This design comes from an exercise in tuning for small area, a short achievable clock period and few clock cycles per item on the open sky130 flow, not from production work.
At most, simulation tests tie the RTL to the original design; equivalence was not proved.
Power and IR drop assume default switching activity.

==> willow <==
// multiplier_1
module multiplier_1(
    input clk,
    input res_n,
    input start,
    output reg done,
    input [15:0] arg1,
    input [15:0] arg2,
    output reg [31:0] product
    );
    reg [1:0] cnt;             
    reg busy;                      
    reg [15:0] S, C;               
    reg [3:0] LS, LC;              
    reg [11:0] L;                  
    reg [3:0] xr;                 
    wire [3:0] x = busy ? xr : arg2[3:0];
    wire [4:0] lo = LS + LC;         
    wire [15:0] as = busy ? S : 16'd0;
    wire [15:0] ac = busy ? C : 16'd0;
    wire aci = busy & lo[4];
    wire [15:0] pp0 = x[0] ? arg1 : 16'd0;
    wire [15:0] pp1 = x[1] ? arg1 : 16'd0;
    wire [15:0] pp2 = x[2] ? arg1 : 16'd0;
    wire [15:0] pp3 = x[3] ? arg1 : 16'd0;
    wire s1;
    wire c2;
    wire s3;
    wire c4;
    wire s5;
    wire c6;
    wire s7;
    wire c8;
    wire s9;
    wire c10;
    wire s11;
    wire c12;
    wire s13;
    wire c14;
    wire s15;
    wire c16;
    wire s17;
    wire c18;
    wire s19;
    wire c20;
    wire s21;
    wire c22;
    wire s23;
    wire c24;
    wire s25;
    wire c26;
    wire s27;
    wire c28;
    wire s29;
    wire c30;
    wire s31;
    wire c32;
    wire s33;
    wire c34;
    wire s35;
    wire c36;
    wire s37;
    wire c38;
    wire s39;
    wire c40;
    wire s41;
    wire c42;
    wire s43;
    wire c44;
    wire s45;
    wire c46;
    wire s47;
    wire c48;
    wire s49;
    wire c50;
    wire s51;
    wire c52;
    wire s53;
  ...
Settings: LEC_CHECK=0, CAP_MARGIN=20, CORE_MARGIN=2, CORE_UTILIZATION=40, PLACE_DENSITY=0.6, SETUP_SLACK_MARGIN=1.6, SLEW_MARGIN=20; clock period 5.0 ns.
standard.sh (not shown) runs the stock make flow with config.mk's settings and CLKGATE_MAP_FILE= SYNTH_SCRIPT=/design/flow/synth_recipe.tcl, a recipe that flattens the netlist after the stock synthesis.
==> flow/flow/run.sh <==
#!/bin/bash
# The standard layout, with every port buffered by a small buffer
# (sky130_fd_sc_hd__buf_1) instead of the default choice.
set -euo pipefail
bash standard.sh BUFFER_PORTS_ARGS="-buffer_cell sky130_fd_sc_hd__buf_1" > standard.log 2>&1
==> quartz: changes against willow <==
--- a/flow/design.v
+++ b/flow/design.v
@@ -5,22 +5,21 @@
     output reg done,
     input [15:0] arg1,
     input [15:0] arg2,
     output reg [31:0] product
     );
     reg [1:0] cnt;             
-    reg busy;                      
     reg [15:0] S, C;               
-    reg [3:0] LS, LC;              
-    reg [11:0] L;                  
+    reg ci;                        
+    reg [15:0] L;                  
+    wire busy = (cnt != 0);
     reg [3:0] xr;                 
     wire [3:0] x = busy ? xr : arg2[3:0];
-    wire [4:0] lo = LS + LC;         
     wire [15:0] as = busy ? S : 16'd0;
     wire [15:0] ac = busy ? C : 16'd0;
-    wire aci = busy & lo[4];
+    wire aci = busy & ci;
     wire [15:0] pp0 = x[0] ? arg1 : 16'd0;
     wire [15:0] pp1 = x[1] ? arg1 : 16'd0;
     wire [15:0] pp2 = x[2] ? arg1 : 16'd0;
     wire [15:0] pp3 = x[3] ? arg1 : 16'd0;
     wire s1;
     wire c2;
@@ -216,31 +215,29 @@
     assign {c124, s123} = s87 + c50 + c86;
     assign {c126, s125} = s89 + c54 + c88;
     assign {c128, s127} = s91 + c56 + c90;
     assign {c130, s129} = pp3[15] + c92;
     wire [19:0] ra = {c130, s129, s127, s125, s123, s121, s119, s117, s115, s113, s111, s109, s107, s105, s103, s101, s99, s97, s95, s93};
     wire [19:0] rb = {1'b0, c128, c126, c124, c122, c120, c118, c116, c114, c112, c110, c108, c106, c104, c102, c100, c98, c96, c94, pp0[0]};
-    always @(*) product = {{S, LS} + {C, LC}, L};
+    wire [4:0] lo = ra[3:0] + rb[3:0];
+    always @(*) product = {S + C + {15'd0, ci}, L};
     always @(posedge clk) begin
         if (!res_n) begin
             done <= 1'b0;
-            busy <= 1'b0;
             cnt <= 0;
         end else if (!done && (busy || start)) begin
             cnt <= (cnt == 3) ? 0 : cnt + 1'b1;
-            busy <= (cnt != 3);
             if (cnt == 3) done <= 1'b1;
         end
         if (!done) begin
             S <= ra[19:4];
             C <= rb[19:4];
-            LS <= ra[3:0];
-            LC <= rb[3:0];
-            L <= {lo[3:0], L[11:4]};
+            ci <= lo[4];
+            L <= {lo[3:0], L[15:4]};
+            case (cnt)
+                0: xr <= arg2[7:4];
+                1: xr <= arg2[11:8];
+                default: xr <= arg2[15:12];
+            endcase
         end
-        case (cnt)
-            0: xr <= arg2[7:4];
-            1: xr <= arg2[11:8];
-            default: xr <= arg2[15:12];
-        endcase
     end
 endmodule
==> flow/flow/run.sh (replaced) <==
#!/bin/bash
# The standard layout, with every port buffered by the smallest buffer
# (sky130_fd_sc_hd__buf_1) and a leaner clock tree.
set -euo pipefail
bash standard.sh BUFFER_PORTS_ARGS="-buffer_cell sky130_fd_sc_hd__buf_1" CTS_ARGS="-sink_clustering_enable -repair_clock_nets -dont_use_dummy_load -buf_list sky130_fd_sc_hd__clkbuf_8" > standard.log 2>&1
==> comparison table <==
Vias post-DR: quartz 3027; willow 3273
Global routing usage on met1: quartz 21.0%; willow 22.0%
Status: quartz no timing/DRC/antenna violations; willow no timing/DRC/antenna violations
Most common cell in the synthesized netlist: quartz fa_1; willow nand2_1
Instance area after placement: quartz 5010 um^2; willow 5130 um^2
Count of flip-flops with a built-in enable after synthesis: quartz 52; willow 51
Final design area excluding fillers: quartz 5320 um^2; willow 5680 um^2
Total number of multi-input combinational cells: quartz 285; willow 306
Final cell utilization of the core: quartz 47.0%; willow 49.5%
Sum of routed wire segments on met1: quartz 4160 um; willow 4600 um
Number of global-route vias before repair: quartz 3201; willow 3551
Met2 wirelength from detailed routing: quartz 4880 um; willow 4890 um
Power in sequential cells: quartz 978 uW; willow 956 uW
Overall track demand over capacity in global routing: quartz 16.0%; willow 17.0%
No functional check of the RTL was part of any run of this note.

========
==> 07-04 <==
==> flow/design.v <==
module multiplier_1(
    input clk,
    input res_n,
    input start,
    output reg done,
    input [15:0] arg1,
    input [15:0] arg2,
    output reg [31:0] product
    );
    reg [1:0] cnt;             
    reg busy;                      
    reg [15:0] S, C;               
    reg [3:0] LS, LC;              
    reg [11:0] L;                  
    wire [15:0] b = arg2;          
    reg [3:0] xr;                 
    wire [3:0] x = busy ? xr : b[3:0];
    wire [4:0] lo = LS + LC;         
    wire [15:0] as = busy ? S : 16'd0;
    wire [15:0] ac = busy ? C : 16'd0;
    wire aci = busy & lo[4];
    wire [15:0] pp0 = x[0] ? arg1 : 16'd0;
    wire [15:0] pp1 = x[1] ? arg1 : 16'd0;
    wire [15:0] pp2 = x[2] ? arg1 : 16'd0;
    wire [15:0] pp3 = x[3] ? arg1 : 16'd0;
    wire s1;
    wire c2;
    wire s3;
    wire c4;
    wire s5;
    wire c6;
    wire s7;
    wire c8;
    wire s9;
    wire c10;
    wire s11;
    wire c12;
    wire s13;
    wire c14;
    wire s15;
    wire c16;
    wire s17;
    wire c18;
    wire s19;
    wire c20;
    wire s21;
    wire c22;
    wire s23;
    wire c24;
    wire s25;
    wire c26;
    wire s27;
    wire c28;
    wire s29;
    wire c30;
    wire s31;
    wire c32;
    wire s33;
    wire c34;
    wire s35;
    wire c36;
    wire s37;
    wire c38;
    wire s39;
    wire c40;
    wire s41;
    wire c42;
    wire s43;
    wire c44;
    wire s45;
    wire c46;
    wire s47;
    wire c48;
    wire s49;
    wire c50;
    wire s51;
    wire c52;
    wire s53;
    wire c54;
    wire s55;
    wire c56;
    wire s57;
    wire c58;
    wire s59;
    wire c60;
    wire s61;
    wire c62;
    wire s63;
    wire c64;
    wire s65;
    wire c66;
    wire s67;
    wire c68;
    wire s69;
    wire c70;
    wire s71;
    wire c72;
    wire s73;
    wire c74;
    wire s75;
    wire c76;
    wire s77;
    wire c78;
    wire s79;
    wire c80;
    wire s81;
    wire c82;
    wire s83;
    wire c84;
    wire s85;
    wire c86;
    wire s87;
    wire c88;
    wire s89;
    wire c90;
    wire s91;
    wire c92;
    wire s93;
    wire c94;
    wire s95;
    wire c96;
    wire s97;
    wire c98;
    wire s99;
    wire c100;
    wire s101;
    wire c102;
    wire s103;
    wire c104;
    wire s105;
    wire c106;
    wire s107;
    wire c108;
    wire s109;
    wire c110;
    wire s111;
    wire c112;
    wire s113;
    wire c114;
    wire s115;
    wire c116;
    wire s117;
    wire c118;
    wire s119;
    wire c120;
    wire s121;
    wire c122;
    wire s123;
    wire c124;
    wire s125;
    wire c126;
    wire s127;
    wire c128;
    wire s129;
    wire c130;
    assign {c2, s1} = as[2] + ac[2];
    assign {c4, s3} = as[3] + ac[3] + pp0[3];
    assign {c6, s5} = pp1[2] + pp2[1];
    assign {c8, s7} = as[4] + ac[4] + pp0[4];
    assign {c10, s9} = pp1[3] + pp2[2] + pp3[1];
    assign {c12, s11} = as[5] + ac[5] + pp0[5];
    assign {c14, s13} = pp1[4] + pp2[3] + pp3[2];
    assign {c16, s15} = as[6] + ac[6] + pp0[6];
    assign {c18, s17} = pp1[5] + pp2[4] + pp3[3];
    assign {c20, s19} = as[7] + ac[7] + pp0[7];
    assign {c22, s21} = pp1[6] + pp2[5] + pp3[4];
    assign {c24, s23} = as[8] + ac[8] + pp0[8];
    assign {c26, s25} = pp1[7] + pp2[6] + pp3[5];
    assign {c28, s27} = as[9] + ac[9] + pp0[9];
    assign {c30, s29} = pp1[8] + pp2[7] + pp3[6];
    assign {c32, s31} = as[10] + ac[10] + pp0[10];
    assign {c34, s33} = pp1[9] + pp2[8] + pp3[7];
    assign {c36, s35} = as[11] + ac[11] + pp0[11];
    assign {c38, s37} = pp1[10] + pp2[9] + pp3[8];
    assign {c40, s39} = as[12] + ac[12] + pp0[12];
    assign {c42, s41} = pp1[11] + pp2[10] + pp3[9];
    assign {c44, s43} = as[13] + ac[13] + pp0[13];
    assign {c46, s45} = pp1[12] + pp2[11] + pp3[10];
    assign {c48, s47} = as[14] + ac[14] + pp0[14];
    assign {c50, s49} = pp1[13] + pp2[12] + pp3[11];
    assign {c52, s51} = as[15] + ac[15] + pp0[15];
    assign {c54, s53} = pp1[14] + pp2[13] + pp3[12];
    assign {c56, s55} = pp1[15] + pp2[14];
    assign {c58, s57} = as[0] + ac[0];
    assign {c60, s59} = as[1] + ac[1] + pp0[1];
    assign {c62, s61} = s1 + pp0[2] + pp1[1];
    assign {c64, s63} = s3 + s5 + pp3[0];
    assign {c66, s65} = s7 + s9 + c4;
    assign {c68, s67} = s11 + s13 + c8;
    assign {c70, s69} = s15 + s17 + c12;
    assign {c72, s71} = s19 + s21 + c16;
    assign {c74, s73} = s23 + s25 + c20;
    assign {c76, s75} = s27 + s29 + c24;
    assign {c78, s77} = s31 + s33 + c28;
    assign {c80, s79} = s35 + s37 + c32;
    assign {c82, s81} = s39 + s41 + c36;
    assign {c84, s83} = s43 + s45 + c40;
    assign {c86, s85} = s47 + s49 + c44;
    assign {c88, s87} = s51 + s53 + c48;
    assign {c90, s89} = s55 + pp3[13] + c52;
    assign {c92, s91} = pp2[15] + pp3[14];
    assign {c94, s93} = s57 + aci;
    assign {c96, s95} = s59 + pp1[0] + c58;
    assign {c98, s97} = s61 + pp2[0] + c60;
    assign {c100, s99} = s63 + c2 + c62;
    assign {c102, s101} = s65 + c6 + c64;
    assign {c104, s103} = s67 + c10 + c66;
    assign {c106, s105} = s69 + c14 + c68;
    assign {c108, s107} = s71 + c18 + c70;
    assign {c110, s109} = s73 + c22 + c72;
    assign {c112, s111} = s75 + c26 + c74;
    assign {c114, s113} = s77 + c30 + c76;
    assign {c116, s115} = s79 + c34 + c78;
    assign {c118, s117} = s81 + c38 + c80;
    assign {c120, s119} = s83 + c42 + c82;
    assign {c122, s121} = s85 + c46 + c84;
    assign {c124, s123} = s87 + c50 + c86;
    assign {c126, s125} = s89 + c54 + c88;
    assign {c128, s127} = s91 + c56 + c90;
    assign {c130, s129} = pp3[15] + c92;
    wire [19:0] ra = {c130, s129, s127, s125, s123, s121, s119, s117, s115, s113, s111, s109, s107, s105, s103, s101, s99, s97, s95, s93};
    wire [19:0] rb = {1'b0, c128, c126, c124, c122, c120, c118, c116, c114, c112, c110, c108, c106, c104, c102, c100, c98, c96, c94, pp0[0]};
    wire [19:0] ha = {S, LS}, hb = {C, LC};
    wire [19:0] hp = ha ^ hb, hg0 = ha & hb;
    wire [19:0] kg0 = hg0, kp0 = hp;
    wire [19:0] kg1 = {kg0[19] | (kp0[19] & kg0[18]), kg0[18] | (kp0[18] & kg0[17]), kg0[17] | (kp0[17] & kg0[16]), kg0[16] | (kp0[16] & kg0[15]), kg0[15] | (kp0[15] & kg0[14]), kg0[14] | (kp0[14] & kg0[13]), kg0[13] | (kp0[13] & kg0[12]), kg0[12] | (kp0[12] & kg0[11]), kg0[11] | (kp0[11] & kg0[10]), kg0[10] | (kp0[10] & kg0[9]), kg0[9] | (kp0[9] & kg0[8]), kg0[8] | (kp0[8] & kg0[7]), kg0[7] | (kp0[7] & kg0[6]), kg0[6] | (kp0[6] & kg0[5]), kg0[5] | (kp0[5] & kg0[4]), kg0[4] | (kp0[4] & kg0[3]), kg0[3] | (kp0[3] & kg0[2]), kg0[2] | (kp0[2] & kg0[1]), kg0[1] | (kp0[1] & kg0[0]), kg0[0]};
    wire [19:0] kp1 = {kp0[19] & kp0[18], kp0[18] & kp0[17], kp0[17] & kp0[16], kp0[16] & kp0[15], kp0[15] & kp0[14], kp0[14] & kp0[13], kp0[13] & kp0[12], kp0[12] & kp0[11], kp0[11] & kp0[10], kp0[10] & kp0[9], kp0[9] & kp0[8], kp0[8] & kp0[7], kp0[7] & kp0[6], kp0[6] & kp0[5], kp0[5] & kp0[4], kp0[4] & kp0[3], kp0[3] & kp0[2], kp0[2] & kp0[1], kp0[1] & kp0[0], kp0[0]};
    wire [19:0] kg2 = {kg1[19] | (kp1[19] & kg1[17]), kg1[18] | (kp1[18] & kg1[16]), kg1[17] | (kp1[17] & kg1[15]), kg1[16] | (kp1[16] & kg1[14]), kg1[15] | (kp1[15] & kg1[13]), kg1[14] | (kp1[14] & kg1[12]), kg1[13] | (kp1[13] & kg1[11]), kg1[12] | (kp1[12] & kg1[10]), kg1[11] | (kp1[11] & kg1[9]), kg1[10] | (kp1[10] & kg1[8]), kg1[9] | (kp1[9] & kg1[7]), kg1[8] | (kp1[8] & kg1[6]), kg1[7] | (kp1[7] & kg1[5]), kg1[6] | (kp1[6] & kg1[4]), kg1[5] | (kp1[5] & kg1[3]), kg1[4] | (kp1[4] & kg1[2]), kg1[3] | (kp1[3] & kg1[1]), kg1[2] | (kp1[2] & kg1[0]), kg1[1], kg1[0]};
    wire [19:0] kp2 = {kp1[19] & kp1[17], kp1[18] & kp1[16], kp1[17] & kp1[15], kp1[16] & kp1[14], kp1[15] & kp1[13], kp1[14] & kp1[12], kp1[13] & kp1[11], kp1[12] & kp1[10], kp1[11] & kp1[9], kp1[10] & kp1[8], kp1[9] & kp1[7], kp1[8] & kp1[6], kp1[7] & kp1[5], kp1[6] & kp1[4], kp1[5] & kp1[3], kp1[4] & kp1[2], kp1[3] & kp1[1], kp1[2] & kp1[0], kp1[1], kp1[0]};
    wire [19:0] kg3 = {kg2[19] | (kp2[19] & kg2[15]), kg2[18] | (kp2[18] & kg2[14]), kg2[17] | (kp2[17] & kg2[13]), kg2[16] | (kp2[16] & kg2[12]), kg2[15] | (kp2[15] & kg2[11]), kg2[14] | (kp2[14] & kg2[10]), kg2[13] | (kp2[13] & kg2[9]), kg2[12] | (kp2[12] & kg2[8]), kg2[11] | (kp2[11] & kg2[7]), kg2[10] | (kp2[10] & kg2[6]), kg2[9] | (kp2[9] & kg2[5]), kg2[8] | (kp2[8] & kg2[4]), kg2[7] | (kp2[7] & kg2[3]), kg2[6] | (kp2[6] & kg2[2]), kg2[5] | (kp2[5] & kg2[1]), kg2[4] | (kp2[4] & kg2[0]), kg2[3], kg2[2], kg2[1], kg2[0]};
    wire [19:0] kp3 = {kp2[19] & kp2[15], kp2[18] & kp2[14], kp2[17] & kp2[13], kp2[16] & kp2[12], kp2[15] & kp2[11], kp2[14] & kp2[10], kp2[13] & kp2[9], kp2[12] & kp2[8], kp2[11] & kp2[7], kp2[10] & kp2[6], kp2[9] & kp2[5], kp2[8] & kp2[4], kp2[7] & kp2[3], kp2[6] & kp2[2], kp2[5] & kp2[1], kp2[4] & kp2[0], kp2[3], kp2[2], kp2[1], kp2[0]};
    wire [19:0] kg4 = {kg3[19] | (kp3[19] & kg3[11]), kg3[18] | (kp3[18] & kg3[10]), kg3[17] | (kp3[17] & kg3[9]), kg3[16] | (kp3[16] & kg3[8]), kg3[15] | (kp3[15] & kg3[7]), kg3[14] | (kp3[14] & kg3[6]), kg3[13] | (kp3[13] & kg3[5]), kg3[12] | (kp3[12] & kg3[4]), kg3[11] | (kp3[11] & kg3[3]), kg3[10] | (kp3[10] & kg3[2]), kg3[9] | (kp3[9] & kg3[1]), kg3[8] | (kp3[8] & kg3[0]), kg3[7], kg3[6], kg3[5], kg3[4], kg3[3], kg3[2], kg3[1], kg3[0]};
    wire [19:0] kp4 = {kp3[19] & kp3[11], kp3[18] & kp3[10], kp3[17] & kp3[9], kp3[16] & kp3[8], kp3[15] & kp3[7], kp3[14] & kp3[6], kp3[13] & kp3[5], kp3[12] & kp3[4], kp3[11] & kp3[3], kp3[10] & kp3[2], kp3[9] & kp3[1], kp3[8] & kp3[0], kp3[7], kp3[6], kp3[5], kp3[4], kp3[3], kp3[2], kp3[1], kp3[0]};
    wire [19:0] kg5 = {kg4[19] | (kp4[19] & kg4[3]), kg4[18] | (kp4[18] & kg4[2]), kg4[17] | (kp4[17] & kg4[1]), kg4[16] | (kp4[16] & kg4[0]), kg4[15], kg4[14], kg4[13], kg4[12], kg4[11], kg4[10], kg4[9], kg4[8], kg4[7], kg4[6], kg4[5], kg4[4], kg4[3], kg4[2], kg4[1], kg4[0]};
    wire [19:0] kp5 = {kp4[19] & kp4[3], kp4[18] & kp4[2], kp4[17] & kp4[1], kp4[16] & kp4[0], kp4[15], kp4[14], kp4[13], kp4[12], kp4[11], kp4[10], kp4[9], kp4[8], kp4[7], kp4[6], kp4[5], kp4[4], kp4[3], kp4[2], kp4[1], kp4[0]};
    wire [19:0] hi = hp ^ {kg5[18:0], 1'b0};
    always @(*) product = {hi[19:0], L};
    always @(posedge clk) begin
        if (!res_n) begin
            done <= 1'b0;
            busy <= 1'b0;
            cnt <= 0;
        end else if (!done && (busy || start)) begin
            cnt <= (cnt == 3) ? 0 : cnt + 1'b1;
            busy <= (cnt != 3);
            if (cnt == 3) done <= 1'b1;
        end
        if (!done) begin
            S <= ra[19:4];
            C <= rb[19:4];
            LS <= ra[3:0];
            LC <= rb[3:0];
            L <= {lo[3:0], L[11:4]};
        end
        case (cnt)
            0: xr <= b[7:4];
            1: xr <= b[11:8];
            default: xr <= b[15:12];
        endcase
    end
endmodule
==> flow/flow/run.sh <==
#!/bin/bash
# The standard layout, with every port buffered by a small buffer
# (sky130_fd_sc_hd__buf_1) instead of the default choice.
set -euo pipefail
bash standard.sh BUFFER_PORTS_ARGS="-buffer_cell sky130_fd_sc_hd__buf_1" > standard.log 2>&1
==> flow/standard.sh <==
#!/bin/bash
# synth_recipe.tcl (not shown) runs the flow's synth.tcl, then flattens the netlist and writes it again
# the make line also repeats each setting of config.mk as NAME=value (left out here)
make -C /OpenROAD-flow-scripts/flow DESIGN_CONFIG=/design/flow/config.mk WORK_HOME=/design/flow/orfs CLKGATE_MAP_FILE= SYNTH_SCRIPT=/design/flow/synth_recipe.tcl "${@:-finish}"
==> flow/config.mk <==
export PLATFORM = sky130hd
export DESIGN_NAME = multiplier_1
export DESIGN_NICKNAME = multiplier_1
export VERILOG_FILES = /design/flow/design.v
export SDC_FILE = /design/flow/constraint.sdc
export NUM_CORES = 4
export LEC_CHECK = 0
export CAP_MARGIN = 20
export CORE_MARGIN = 2
export CORE_UTILIZATION = 40
export PLACE_DENSITY = 0.6
export SETUP_SLACK_MARGIN = 1.6
export SLEW_MARGIN = 20
==> flow/constraint.sdc <==
create_clock -name core_clock -period 5.0 [get_ports {clk}]
set_input_delay 1.0000 -clock core_clock [delete_from_list [all_inputs] [get_ports {clk}]]
set_output_delay 1.0000 -clock core_clock [all_outputs]
set_load 0.01 [all_outputs]
==> 03-01: changes against 07-04 <==
==> flow/design.v, changed modules only <==
module multiplier_1(
    input clk,
    input res_n,
    input start,
    output reg done,
    input [15:0] arg1,
    input [15:0] arg2,
    output reg [31:0] product
    );
    reg [1:0] cnt;             
    reg [15:0] S, C;               
    reg ci;                        
    reg [15:0] L;                  
    wire busy = (cnt != 0);
    wire [3:0] x = arg2[cnt*4 +: 4];
    wire [15:0] as = busy ? S : 16'd0;
    wire [15:0] ac = busy ? C : 16'd0;
    wire aci = busy & ci;
    wire [15:0] pp0 = x[0] ? arg1 : 16'd0;
    wire [15:0] pp1 = x[1] ? arg1 : 16'd0;
    wire [15:0] pp2 = x[2] ? arg1 : 16'd0;
    wire [15:0] pp3 = x[3] ? arg1 : 16'd0;
    wire s1;
    wire c2;
    wire s3;
    wire c4;
    wire s5;
    wire c6;
    wire s7;
    wire c8;
    wire s9;
    wire c10;
    wire s11;
    wire c12;
    wire s13;
    wire c14;
    wire s15;
    wire c16;
    wire s17;
    wire c18;
    wire s19;
    wire c20;
    wire s21;
    wire c22;
    wire s23;
    wire c24;
    wire s25;
    wire c26;
    wire s27;
    wire c28;
    wire s29;
    wire c30;
    wire s31;
    wire c32;
    wire s33;
    wire c34;
    wire s35;
    wire c36;
    wire s37;
    wire c38;
    wire s39;
    wire c40;
    wire s41;
    wire c42;
    wire s43;
    wire c44;
    wire s45;
    wire c46;
    wire s47;
    wire c48;
    wire s49;
    wire c50;
    wire s51;
    wire c52;
    wire s53;
    wire c54;
    wire s55;
    wire c56;
    wire s57;
    wire c58;
    wire s59;
    wire c60;
    wire s61;
    wire c62;
    wire s63;
    wire c64;
    wire s65;
    wire c66;
    wire s67;
    wire c68;
    wire s69;
    wire c70;
    wire s71;
    wire c72;
    wire s73;
    wire c74;
    wire s75;
    wire c76;
    wire s77;
    wire c78;
    wire s79;
    wire c80;
    wire s81;
    wire c82;
    wire s83;
    wire c84;
    wire s85;
    wire c86;
    wire s87;
    wire c88;
    wire s89;
    wire c90;
    wire s91;
    wire c92;
    wire s93;
    wire c94;
    wire s95;
    wire c96;
    wire s97;
    wire c98;
    wire s99;
    wire c100;
    wire s101;
    wire c102;
    wire s103;
    wire c104;
    wire s105;
    wire c106;
    wire s107;
    wire c108;
    wire s109;
    wire c110;
    wire s111;
    wire c112;
    wire s113;
    wire c114;
    wire s115;
    wire c116;
    wire s117;
    wire c118;
    wire s119;
    wire c120;
    wire s121;
    wire c122;
    wire s123;
    wire c124;
    wire s125;
    wire c126;
    wire s127;
    wire c128;
    wire s129;
    wire c130;
    assign {c2, s1} = as[2] + ac[2];
    assign {c4, s3} = as[3] + ac[3] + pp0[3];
    assign {c6, s5} = pp1[2] + pp2[1];
    assign {c8, s7} = as[4] + ac[4] + pp0[4];
    assign {c10, s9} = pp1[3] + pp2[2] + pp3[1];
    assign {c12, s11} = as[5] + ac[5] + pp0[5];
    assign {c14, s13} = pp1[4] + pp2[3] + pp3[2];
    assign {c16, s15} = as[6] + ac[6] + pp0[6];
    assign {c18, s17} = pp1[5] + pp2[4] + pp3[3];
    assign {c20, s19} = as[7] + ac[7] + pp0[7];
    assign {c22, s21} = pp1[6] + pp2[5] + pp3[4];
    assign {c24, s23} = as[8] + ac[8] + pp0[8];
    assign {c26, s25} = pp1[7] + pp2[6] + pp3[5];
    assign {c28, s27} = as[9] + ac[9] + pp0[9];
    assign {c30, s29} = pp1[8] + pp2[7] + pp3[6];
    assign {c32, s31} = as[10] + ac[10] + pp0[10];
    assign {c34, s33} = pp1[9] + pp2[8] + pp3[7];
    assign {c36, s35} = as[11] + ac[11] + pp0[11];
    assign {c38, s37} = pp1[10] + pp2[9] + pp3[8];
    assign {c40, s39} = as[12] + ac[12] + pp0[12];
    assign {c42, s41} = pp1[11] + pp2[10] + pp3[9];
    assign {c44, s43} = as[13] + ac[13] + pp0[13];
    assign {c46, s45} = pp1[12] + pp2[11] + pp3[10];
    assign {c48, s47} = as[14] + ac[14] + pp0[14];
    assign {c50, s49} = pp1[13] + pp2[12] + pp3[11];
    assign {c52, s51} = as[15] + ac[15] + pp0[15];
    assign {c54, s53} = pp1[14] + pp2[13] + pp3[12];
    assign {c56, s55} = pp1[15] + pp2[14];
    assign {c58, s57} = as[0] + ac[0];
    assign {c60, s59} = as[1] + ac[1] + pp0[1];
    assign {c62, s61} = s1 + pp0[2] + pp1[1];
    assign {c64, s63} = s3 + s5 + pp3[0];
    assign {c66, s65} = s7 + s9 + c4;
    assign {c68, s67} = s11 + s13 + c8;
    assign {c70, s69} = s15 + s17 + c12;
    assign {c72, s71} = s19 + s21 + c16;
    assign {c74, s73} = s23 + s25 + c20;
    assign {c76, s75} = s27 + s29 + c24;
    assign {c78, s77} = s31 + s33 + c28;
    assign {c80, s79} = s35 + s37 + c32;
    assign {c82, s81} = s39 + s41 + c36;
    assign {c84, s83} = s43 + s45 + c40;
    assign {c86, s85} = s47 + s49 + c44;
    assign {c88, s87} = s51 + s53 + c48;
    assign {c90, s89} = s55 + pp3[13] + c52;
    assign {c92, s91} = pp2[15] + pp3[14];
    assign {c94, s93} = s57 + aci;
    assign {c96, s95} = s59 + pp1[0] + c58;
    assign {c98, s97} = s61 + pp2[0] + c60;
    assign {c100, s99} = s63 + c2 + c62;
    assign {c102, s101} = s65 + c6 + c64;
    assign {c104, s103} = s67 + c10 + c66;
    assign {c106, s105} = s69 + c14 + c68;
    assign {c108, s107} = s71 + c18 + c70;
    assign {c110, s109} = s73 + c22 + c72;
    assign {c112, s111} = s75 + c26 + c74;
    assign {c114, s113} = s77 + c30 + c76;
    assign {c116, s115} = s79 + c34 + c78;
    assign {c118, s117} = s81 + c38 + c80;
    assign {c120, s119} = s83 + c42 + c82;
    assign {c122, s121} = s85 + c46 + c84;
    assign {c124, s123} = s87 + c50 + c86;
    assign {c126, s125} = s89 + c54 + c88;
    assign {c128, s127} = s91 + c56 + c90;
    assign {c130, s129} = pp3[15] + c92;
    wire [19:0] ra = {c130, s129, s127, s125, s123, s121, s119, s117, s115, s113, s111, s109, s107, s105, s103, s101, s99, s97, s95, s93};
    wire [19:0] rb = {1'b0, c128, c126, c124, c122, c120, c118, c116, c114, c112, c110, c108, c106, c104, c102, c100, c98, c96, c94, pp0[0]};
    wire [4:0] lo = ra[3:0] + rb[3:0];
    always @(*) product = {S + C + {15'd0, ci}, L};
    always @(posedge clk) begin
        if (!res_n) begin
            done <= 1'b0;
            cnt <= 0;
        end else if (!done && (busy || start)) begin
            cnt <= (cnt == 3) ? 0 : cnt + 1'b1;
            if (cnt == 3) done <= 1'b1;
        end
        if (!done) begin
            S <= ra[19:4];
            C <= rb[19:4];
            ci <= lo[4];
            L <= {lo[3:0], L[15:4]};
        end
    end
endmodule
==> flow/run.sh (new file) <==
#!/bin/bash
# synth_recipe.tcl (not shown) runs the flow's synth.tcl, then flattens the netlist and writes it again
# the make line also repeats each setting of config.mk as NAME=value (left out here)
make -C /OpenROAD-flow-scripts/flow DESIGN_CONFIG=/design/flow/config.mk WORK_HOME=/design/flow/orfs CLKGATE_MAP_FILE= SYNTH_SCRIPT=/design/flow/synth_recipe.tcl finish
--- a/flow/config.mk
+++ b/flow/config.mk
@@ -9,5 +9,4 @@
 export CORE_MARGIN = 2
 export CORE_UTILIZATION = 40
 export PLACE_DENSITY = 0.6
-export SETUP_SLACK_MARGIN = 1.6
 export SLEW_MARGIN = 20
removed: flow/flow/run.sh
removed: flow/standard.sh
==> summary.txt <==
Outcome: 03-01 no timing/DRC/antenna violations; 07-04 no timing/DRC/antenna violations
Most common library cell in the layout ignoring fill and taps: 03-01 sky130_fd_sc_hd__clkdlybuf4s50_1; 07-04 sky130_fd_sc_hd__nand2_1
Timing endpoint of the critical path: 03-01 product[28]; 07-04 product[30]
Post-CTS sizing: 03-01 0; 07-04 22
Initial DRC Count: 03-01 134; 07-04 172
Width of the chip: 03-01 110 µm; 07-04 114 µm
Core box area: 03-01 10900 µm²; 07-04 11900 µm²
Synthesized area: 03-01 4460 µm²; 07-04 4820 µm²
P_clk: 03-01 260 µW; 07-04 641 µW
Via Count: 03-01 2990; 07-04 3394
TAP cells: 03-01 140; 07-04 147
Detail-routed net length per standard cell: 03-01 15.1 µm; 07-04 15.7 µm
Met1 capacity usage during global routing: 03-01 23.5%; 07-04 23.3%
Testbench counts of 03-01, summed over its fixed seeds: cycles 952, items 192.
Function not checked in 07-04: the RTL went through the layout flow alone.

re-timing with driven ports:
Ports are ideal in the flow. The routed layouts listed here were re-timed in OpenROAD. Step 1, drivers: a clkbuf_16 drives clk and a buf_2 each remaining input, both assumed. Step 2 adds t to the input delays and takes it off the output delays; t is the mean of the earliest and latest rising clock arrival at the registers after step 1. Input paths then give back, and output paths get back, about the clock's delay inside the block. Three values: no drivers, after step 1, after step 2; two values: the first two.
run	t (ns)	setup WS [ns]	worst hold slack (ns)	worst setup path after step 2	slew at the worst register clock pin (ns)
willow	0.361	1.426 / 1.392 / 1.488	0.445 / 0.445 / 0.445	input to register	0.06 / 0.06
quartz	0.336	1.442 / 1.407 / 1.320	0.460 / 0.460 / 0.460	input to register	0.11 / 0.11
07-04	0.373	1.324 / 1.287 / 1.496	0.449 / 0.449 / 0.449	input to register	0.06 / 0.06
03-01	0.343	0.796 / 0.764 / 0.600	0.455 / 0.455 / 0.455	input to register	0.11 / 0.11
After both steps every run listed still meets setup and hold. For 03-01, which loses most, drivers alone change the setup slack by -0.032 ns; drivers and shift together by -0.196 ns.
